Source: an optimization exercise on an open RTL-to-GDS flow (aim: small area). Production flows keep margins and buffers that such runs may drop.
RTL that was checked went through simulation tests only; none was proved equivalent to the original.
The clock port is modelled as an ideal driver; clocking choices that lean on that would not hold on a real chip.
Power is estimated from default activity; no workload was simulated.

## build 15
==> module edge_detector, before the edit <==
module edge_detector
#(parameter DEBOUNCE = 130)
(
  input clock, reset, din,
  output reg rising
);
  reg        waiting;
  reg [16:0] contador;
  wire done = ~din & (contador > DEBOUNCE);
  always @(posedge clock)
  begin
    if (reset == 1'b1) begin
      rising  <= 1'b0;
      waiting <= 1'b0;
    end
    else begin
      rising  <= ~rising & ~waiting & din;
      waiting <= rising | (waiting & ~done);
    end
  end
  always @(posedge clock)
  begin
    if (rising)
      contador <= 17'd0;
    else
      contador <= contador + 17'd1;
  end
endmodule
export LEC_CHECK = 0
export CAP_MARGIN = 20
export CORE_MARGIN = 2
export CORE_UTILIZATION = 70
export CTS_BUF_LIST = sky130_fd_sc_hd__clkbuf_8
export SLEW_MARGIN = 20
create_clock -name core_clock -period 10.0 [get_ports {clock}]
standard.sh (not shown) runs the stock make flow with config.mk's settings and CLKGATE_MAP_FILE= SYNTH_SCRIPT=/design/flow/synth_recipe.tcl, a recipe that flattens the netlist after the stock synthesis.
==> flow/flow/run.sh <==
#!/bin/bash
# Own layout flow: the standard flow (standard.sh) with
#  - the standard synthesis script plus an area-oriented ABC script and
#    no full/half-adder extraction (flow/abc_proc.tcl, flow/area.abc);
#  - ports buffered with the smallest buffer.
# Each tool's full output stays in orfs/logs/ (one log per step); make's own
# output goes to flow_make.log.
set -euo pipefail
W=$(pwd)
export OWN_ABC_SCRIPT=$W/flow/area.abc
{ head -n 1 "$W/synth_recipe.tcl"; cat "$W/flow/abc_proc.tcl"; tail -n +2 "$W/synth_recipe.tcl"; } > "$W/own_synth.tcl"
bash "$W/standard.sh" SYNTH_SCRIPT="$W/own_synth.tcl" ADDER_MAP_FILE= \
  BUFFER_PORTS_ARGS="-buffer_cell sky130_fd_sc_hd__buf_1" \
  CTS_ARGS="-sink_clustering_enable -repair_clock_nets -dont_use_dummy_load -buf_list sky130_fd_sc_hd__clkbuf_4 -sink_clustering_size 6 -sink_clustering_max_diameter 40" finish > "$W/flow_make.log" 2>&1
==> flow/flow/abc_proc.tcl <==
# Map the logic for area: run ABC with flow/area.abc in place of the
# script the standard synthesis passes (registers are mapped before ABC
# runs, so they stay as the standard synthesis makes them).
proc abc {args} {
  set i [lsearch $args -script]
  if {$i >= 0} { lset args [expr {$i + 1}] $::env(OWN_ABC_SCRIPT) }
  yosys abc {*}$args
}
==> flow/flow/area.abc <==
strash
ifraig
dc2
&get -n
&deepsyn -T 60
&put
strash
&get -n
&dch -f
&nf -R 1000 -p
&put
Inputs modified between build 15 and build 48:
--- a/flow/design.v
+++ b/flow/design.v
@@ -1,15 +1,19 @@
 module edge_detector
-#(parameter DEBOUNCE = 130)
 (
   input clock, reset, din,
   output reg rising
 );
   reg        waiting;
-  reg [16:0] contador;
-  wire done = ~din & (contador > DEBOUNCE);
+  reg [16:0] lfsr;
+  reg        above;
+  wire zero_low = (lfsr[15:0] == 16'd0);
+  wire last     = lfsr[16] & zero_low;                   
+  wire at_130   = lfsr[16] & lfsr[13] & lfsr[3];         
+  wire feedback = lfsr[16] ^ lfsr[13] ^ zero_low;
+  wire done = ~din & above;
   always @(posedge clock)
   begin
     if (reset == 1'b1) begin
       rising  <= 1'b0;
       waiting <= 1'b0;
     end
@@ -17,16 +21,20 @@
       rising  <= ~rising & ~waiting & din;
       waiting <= rising | (waiting & ~done);
     end
   end
   always @(posedge clock)
   begin
-    if (rising)
-      contador <= 17'd0;
-    else
-      contador <= contador + 17'd1;
+    if (rising) begin
+      lfsr  <= 17'd0;
+      above <= 1'b0;
+    end
+    else begin
+      lfsr  <= {lfsr[15:0], feedback};
+      above <= ~last & (above | at_130);
+    end
   end
 endmodule
 module relogio
 (
         input clock,
         input reset,
--- outcome ---
Compared with build 15, build 48 shows clock share of power lower by 0.4 points. In build 48, the number of iterations in the first detailed-routing pass came out 2 above the value in build 15. Comparing top fanout value on the critical path for build 48 and build 15, the smaller number came from build 15. STATUS die footprint: build 48 wins against build 15. Going from build 15 to build 48, simple-gate portion of the synthesized area grows by 1.1 points.

---

Setup of the previous run:
Another version of the RTL of relogio (not shown whole).
For scale: about 130 flip-flops, ~4900 um^2 of cells after synthesis.
==> module relogio, before the edit <==
module relogio
(
        input clock,
        input reset,
        input soma,
        input subtracao,
        input cont,
        input start,
        output [7:0] an,
        output [7:0] dec_cat
);
  wire soma_ed, subtracao_ed, cont_ed;
  edge_detector menosf (.clock(clock), .reset(reset), .din(subtracao), .rising(subtracao_ed));
  edge_detector maisf  (.clock(clock), .reset(reset), .din(soma),      .rising(soma_ed));
  edge_detector contf  (.clock(clock), .reset(reset), .din(cont),      .rising(cont_ed));
  localparam [4:0] PODD = 5'b01010;
  reg [4:0] pst;
  wire [4:0] ph = pst ^ PODD;
  reg [2:0] dign;
  reg [6:0] qn;      
  wire [2:0] dig = ~dign;
  wire [6:0] q = ~qn;
  wire step   = ~ph[4] & ph[3];                    
  wire q_end  = (q == 7'd80);                      
  wire tick   = ph[4] & ~ph[3] & (dig == 3'd4) & (q == 7'd60);   
  always @(posedge clock)
  begin
    if (reset) begin
      pst <= PODD;
      dign <= 3'b111;
      qn   <= 7'b1111111;
    end
    else begin
      pst <= {ph[3:0], ~ph[4]} ^ PODD;
      if (step) begin
        dign <= ~(dig + 3'd1);
        if (dig == 3'd7)
          qn <= q_end ? 7'b1111111 : ~{q[5:0], ~(q[6] ^ q[5])};
      end
    end
  end
  reg [1:0] EA;
  reg r1, ca;
  always @(posedge clock)
  begin
    if (reset) begin
      EA <= 2'd0;
      r1 <= 1'b0;
      ca <= 1'b0;
    end
    else begin
      r1 <= cont_ed;
      ca <= cont_ed | r1 | (EA != 2'd0);
      if (r1)
        EA <= EA + 2'd1;
    end
  end
  localparam [11:0] BODD = 12'hAAA;
  reg [11:0] bst;
  reg blink;
  wire [11:0] bcnt = bst ^ BODD;
  wire bend = (bcnt == 12'd518);
  wire bfb  = ~(bcnt[11] ^ bcnt[5] ^ bcnt[3] ^ bcnt[0]);
  always @(posedge clock)
  begin
    if (reset | bend | cont_ed)
      bst <= BODD;
    else
      bst <= {bcnt[10:0], bfb} ^ BODD;
  end
  always @(posedge clock)
  begin
    if (reset)
      blink <= 1'b0;
    else if (bend | cont_ed)
      blink <= ~blink;
  end
  reg [4:0] ah, bh;
  reg [5:0] am, as, bm, bs;
  wire s_59 = (as == 6'd59);
  wire m_59 = (am == 6'd59);
  wire h_23 = (ah == 5'd23);
  wire up = soma_ed;
  wire dn = subtracao_ed & ~soma_ed;
  wire run = (EA == 2'd0);
  wire sel_h = (EA == 2'd1) | (run & s_59 & m_59);
  wire sel_m = (EA == 2'd2) | (run & s_59 & ~m_59);
  wire [5:0] f = sel_h ? {1'b0, ah} : sel_m ? am : as;
  wire f_max = sel_h ? h_23 : sel_m ? m_59 : s_59;
  wire count_up = run | up;
  wire [5:0] f_ud = count_up ? f + 6'd1 : f - 6'd1;
  wire [5:0] is = sel_h | sel_m ? 6'd0 : f_ud;
  wire [5:0] im = sel_h ? 6'd0 : sel_m ? f_ud : am;
  wire [4:0] ih = sel_h ? (h_23 ? 5'd0 : f_ud[4:0]) : ah;
  always @(posedge clock)
  begin
    if (reset) begin
      {bh, bm, bs} <= 17'd0;
    end
    else if (tick) begin
      if (ca)
        {bh, bm, bs} <= {ah, am, as};
      else
        {bh, bm, bs} <= {ih, im, is};
    end
  end
  wire chg = up ? ~f_max : (dn & (f != 6'd0));
  wire ld_h = ~run & chg & (EA == 2'd1);
  wire ld_m = ~run & chg & (EA == 2'd2);
  wire ld_s = ~run & chg & (EA == 2'd3);
  wire kp_h = ~run & ~ld_h;
  wire kp_m = ~run & ~ld_m;
  wire kp_s = ~run & ~ld_s;
  always @(posedge clock)
  begin
    ah <= ({5{run}} & bh) | ({5{ld_h}} & f_ud[4:0]) | ({5{kp_h}} & ah);
    am <= ({6{run}} & bm) | ({6{ld_m}} & f_ud)      | ({6{kp_m}} & am);
    as <= ({6{run}} & bs) | ({6{ld_s}} & f_ud)      | ({6{kp_s}} & as);
  end
  reg [5:0] fsel;
  always @*
    case (dig[2:1])
      2'd0: fsel = as;
      2'd1: fsel = am;
      default: fsel = {1'b0, ah};
    endcase
  wire [2:0] ftens = (fsel >= 6'd50) ? 3'd5 : (fsel >= 6'd40) ? 3'd4 : (fsel >= 6'd30) ? 3'd3 :
                     (fsel >= 6'd20) ? 3'd2 : (fsel >= 6'd10) ? 3'd1 : 3'd0;
  wire [5:0] funits6 = fsel - ftens * 4'd10;
  wire [3:0] funits = funits6[3:0];
  reg [3:0] sel;
  reg lit;
  wire luz_h = blink | (EA != 2'd1);
  wire luz_m = blink | (EA != 2'd2);
  wire luz_s = blink | (EA != 2'd3);
  reg [3:0] dval;
  reg dlit;
  always @*
  begin
    case (dig)
      3'd0, 3'd2, 3'd4: dval = funits;
      3'd1, 3'd3, 3'd5: dval = {1'b0, ftens};
      3'd6: dval = 4'd0;
      default: dval = {2'b0, EA};
    endcase
    case (dig)
      3'd0, 3'd1: dlit = luz_s;
      3'd2, 3'd3: dlit = luz_m;
      3'd4, 3'd5: dlit = luz_h;
      3'd6: dlit = 1'b0;
      default: dlit = 1'b1;
    endcase
  end
  always @(posedge clock or posedge reset)
  begin
    if (reset) begin
      sel <= 4'd0;
      lit <= 1'b0;
    end
    else if (step) begin
      sel <= dval;
      lit <= dlit;
    end
  end
  wire [2:0] shown = dig - 3'd1;
  genvar gi;
  generate
    for (gi = 0; gi < 8; gi = gi + 1) begin : g_an
      assign an[gi] = ~(lit & (shown == gi));
    end
  endgenerate
  wire d3 = sel[3], d2 = sel[2], d1 = sel[1], d0 = sel[0];
  wire [6:0] seg;
  assign seg[6] = ~(d3 | d1 | (d2 & d0) | (~d2 & ~d0));
  assign seg[5] = ~(~d2 | ~(d1 ^ d0));
  assign seg[4] = ~(d2 | ~d1 | d0);
  assign seg[3] = ~(d3 | (~d2 & ~d0) | (d1 & ~d0) | (~d2 & d1) | (d2 & ~d1 & d0));
  assign seg[2] = ~((~d2 & ~d0) | (d1 & ~d0));
  assign seg[1] = ~(d3 | (~d1 & ~d0) | (d2 & ~d1) | (d2 & ~d0));
  assign seg[0] = ~(d3 | (d1 & ~d2) | (d2 & ~d1) | (d1 & ~d0));
  assign dec_cat = {seg, 1'b1};
endmodule
export LEC_CHECK = 0
export CAP_MARGIN = 20
export CORE_MARGIN = 2
export CORE_UTILIZATION = 70
export SLEW_MARGIN = 20
create_clock -name core_clock -period 10.0 [get_ports {clock}]
==> flow/flow/run.sh <==
#!/bin/bash
# Own layout flow: the standard flow (standard.sh) with
#  - the standard synthesis script plus an area-oriented ABC script and
#    no full/half-adder extraction (flow/abc_proc.tcl, flow/area.abc);
#  - ports buffered with the smallest buffer;
#  - CTS with clkbuf_4 and no dummy loads, then clock buffers whose
#    flip-flop clock pins see a slew above 100 ps upsized (flow/post_cts.tcl).
# Each tool's full output stays in orfs/logs/ (one log per step); make's own
# output goes to flow_make.log.
set -euo pipefail
W=$(pwd)
export OWN_ABC_SCRIPT=$W/flow/area.abc
{ head -n 1 "$W/synth_recipe.tcl"; cat "$W/flow/abc_proc.tcl"; tail -n +2 "$W/synth_recipe.tcl"; } > "$W/own_synth.tcl"
bash "$W/standard.sh" SYNTH_SCRIPT="$W/own_synth.tcl" ADDER_MAP_FILE= \
  BUFFER_PORTS_ARGS="-buffer_cell sky130_fd_sc_hd__buf_1" \
  POST_CTS_TCL="$W/flow/post_cts.tcl" \
  CTS_ARGS="-sink_clustering_enable -repair_clock_nets -dont_use_dummy_load -buf_list sky130_fd_sc_hd__clkbuf_4 -sink_clustering_size 6 -sink_clustering_max_diameter 40" finish > "$W/flow_make.log" 2>&1
==> flow/flow/area.abc <==
strash
ifraig
dc2
&get -n
&deepsyn -T 60 -S 7
&put
strash
dch -f
amap
==> flow/flow/post_cts.tcl <==
proc own_clk_pin_slew {inst} {
  set out [get_pins -of_objects $inst -filter "direction == output"]
  set net [get_nets -of_objects $out]
  set worst 0
  foreach p [get_pins -of_objects $net -filter "direction == input"] {
    if {[get_property $p name] == "CLK"} {
      set s [get_property $p slew_max]
      if {$s > $worst} { set worst $s }
    }
  }
  return $worst
}
set own_next [dict create sky130_fd_sc_hd__clkbuf_4 sky130_fd_sc_hd__clkbuf_8 \
                          sky130_fd_sc_hd__clkbuf_8 sky130_fd_sc_hd__clkbuf_16]
set own_db [ord::get_db]
set own_block [ord::get_db_block]
for {set own_pass 0} {$own_pass < 3} {incr own_pass} {
  estimate_parasitics -placement
  set own_swap {}
  foreach inst [get_cells -filter "ref_name =~ sky130_fd_sc_hd__clkbuf_*"] {
    set ref [get_property $inst ref_name]
    if {[dict exists $own_next $ref] && [own_clk_pin_slew $inst] > 0.100} {
      lappend own_swap [list [get_full_name $inst] $ref]
    }
  }
  if {[llength $own_swap] == 0} { break }
  foreach s $own_swap {
    lassign $s name ref
    set odb_inst [$own_block findInst $name]
    $odb_inst swapMaster [$own_db findMaster [dict get $own_next $ref]]
    puts "own post-CTS: $name $ref -> [dict get $own_next $ref]"
  }
}
detailed_placement
check_placement -verbose
estimate_parasitics -placement
Scripts as last shown in full above: flow/flow/abc_proc.tcl
## Diff of input files: the current run against the previous run
-- flow/design.v --
<<< the previous run, line 55
  reg [4:0] pst;
  wire [4:0] ph = pst ^ PODD;
  reg [2:0] dign;
  reg [6:0] qn;      
  wire [2:0] dig = ~dign;
  wire [6:0] q = ~qn;
  wire step   = ~ph[4] & ph[3];                    
  wire q_end  = (q == 7'd80);                      
>>> the current run, line 55
  reg [4:0] pst;
  wire [4:0] ph = pst ^ PODD;
  reg [2:0] dig;
  reg [6:0] q;       
  wire step   = ~ph[4] & ph[3];                    
  wire q_end  = (q == 7'd80);                      
<<< the previous run, line 66
    if (reset) begin
      pst <= PODD;
      dign <= 3'b111;
      qn   <= 7'b1111111;
    end
    else begin
      pst <= {ph[3:0], ~ph[4]} ^ PODD;
      if (step) begin
        dign <= ~(dig + 3'd1);
        if (dig == 3'd7)
          qn <= q_end ? 7'b1111111 : ~{q[5:0], ~(q[6] ^ q[5])};
      end
    end
>>> the current run, line 64
    if (reset) begin
      pst <= PODD;
      dig <= 3'd0;
      q   <= 7'd0;
    end
    else begin
      pst <= {ph[3:0], ~ph[4]} ^ PODD;
      if (step) begin
        dig <= dig + 3'd1;
        if (dig == 3'd7)
          q <= q_end ? 7'd0 : {q[5:0], ~(q[6] ^ q[5])};
      end
    end
--- outcome ---
- No stage failed in the current run, and the final checks on the layout all came back clean.
- Re first-pass GRT wire length: the previous run and the current run aren't equal, and the higher value belongs to the previous run.
- There was hardly any difference in total power between the previous run and the current run.
- Vias: the current run above the previous run
- Row proportion of power drawn by the clock network: the current run higher / the previous run lower
- Compared with the previous run, the current run shows a global routing met2 resource utilization that is 2.1 points lower.
- Buffer and inverter count on the worst path on the current run is up relative to the previous run.
- The previous run → the current run: die area lower; fmax shows an increase of 29 MHz; wire length after detailed routing fell by about 1.2%; power density normalized to cell area grew by 1.7 nW/um^2.
- Going from the previous run to the current run, largest stage delay on the critical path went down, post-route worst setup slack rose by 770 ps, mean area per synthesized cell now sits higher.
The RTL of the previous run was laid out without a check of its function.

port drivers added, routing unchanged:
In the flow no input, the clock included, has a driving cell. The finished layouts below were timed again as built, in two steps. Step 1, drivers: a clkbuf_16 drives clock and a buf_2 each remaining input, both assumed. Step 2, shift: input delay + t, output delay - t, t = (earliest + latest rising clock arrival at the registers) / 2. This alone moves slack from input paths to output paths. a / b / c = ideal / step 1 / step 2; a / b = the first two.
run | shift t [ns] | slack for setup (ns) | hold slack, ns | worst setup path after step 2
build 15 | 0.510 | 5.438 / 5.438 / 5.394 | 0.422 / 0.422 / 0.422 | input to register
build 48 | 0.522 | 5.602 / 5.602 / 5.602 | 0.427 / 0.427 / 0.427 | register to register
the previous run | 0.538 | 4.476 / 4.476 / 4.476 | 0.364 / 0.364 / 0.364 | register to register
the current run | 0.540 | 5.249 / 5.251 / 4.711 | 0.363 / 0.363 / 0.363 | input to register
After both steps setup and hold are still met in every run listed. For the current run, which loses most, drivers alone change the setup slack by +0.002 ns; drivers and shift together by -0.538 ns.
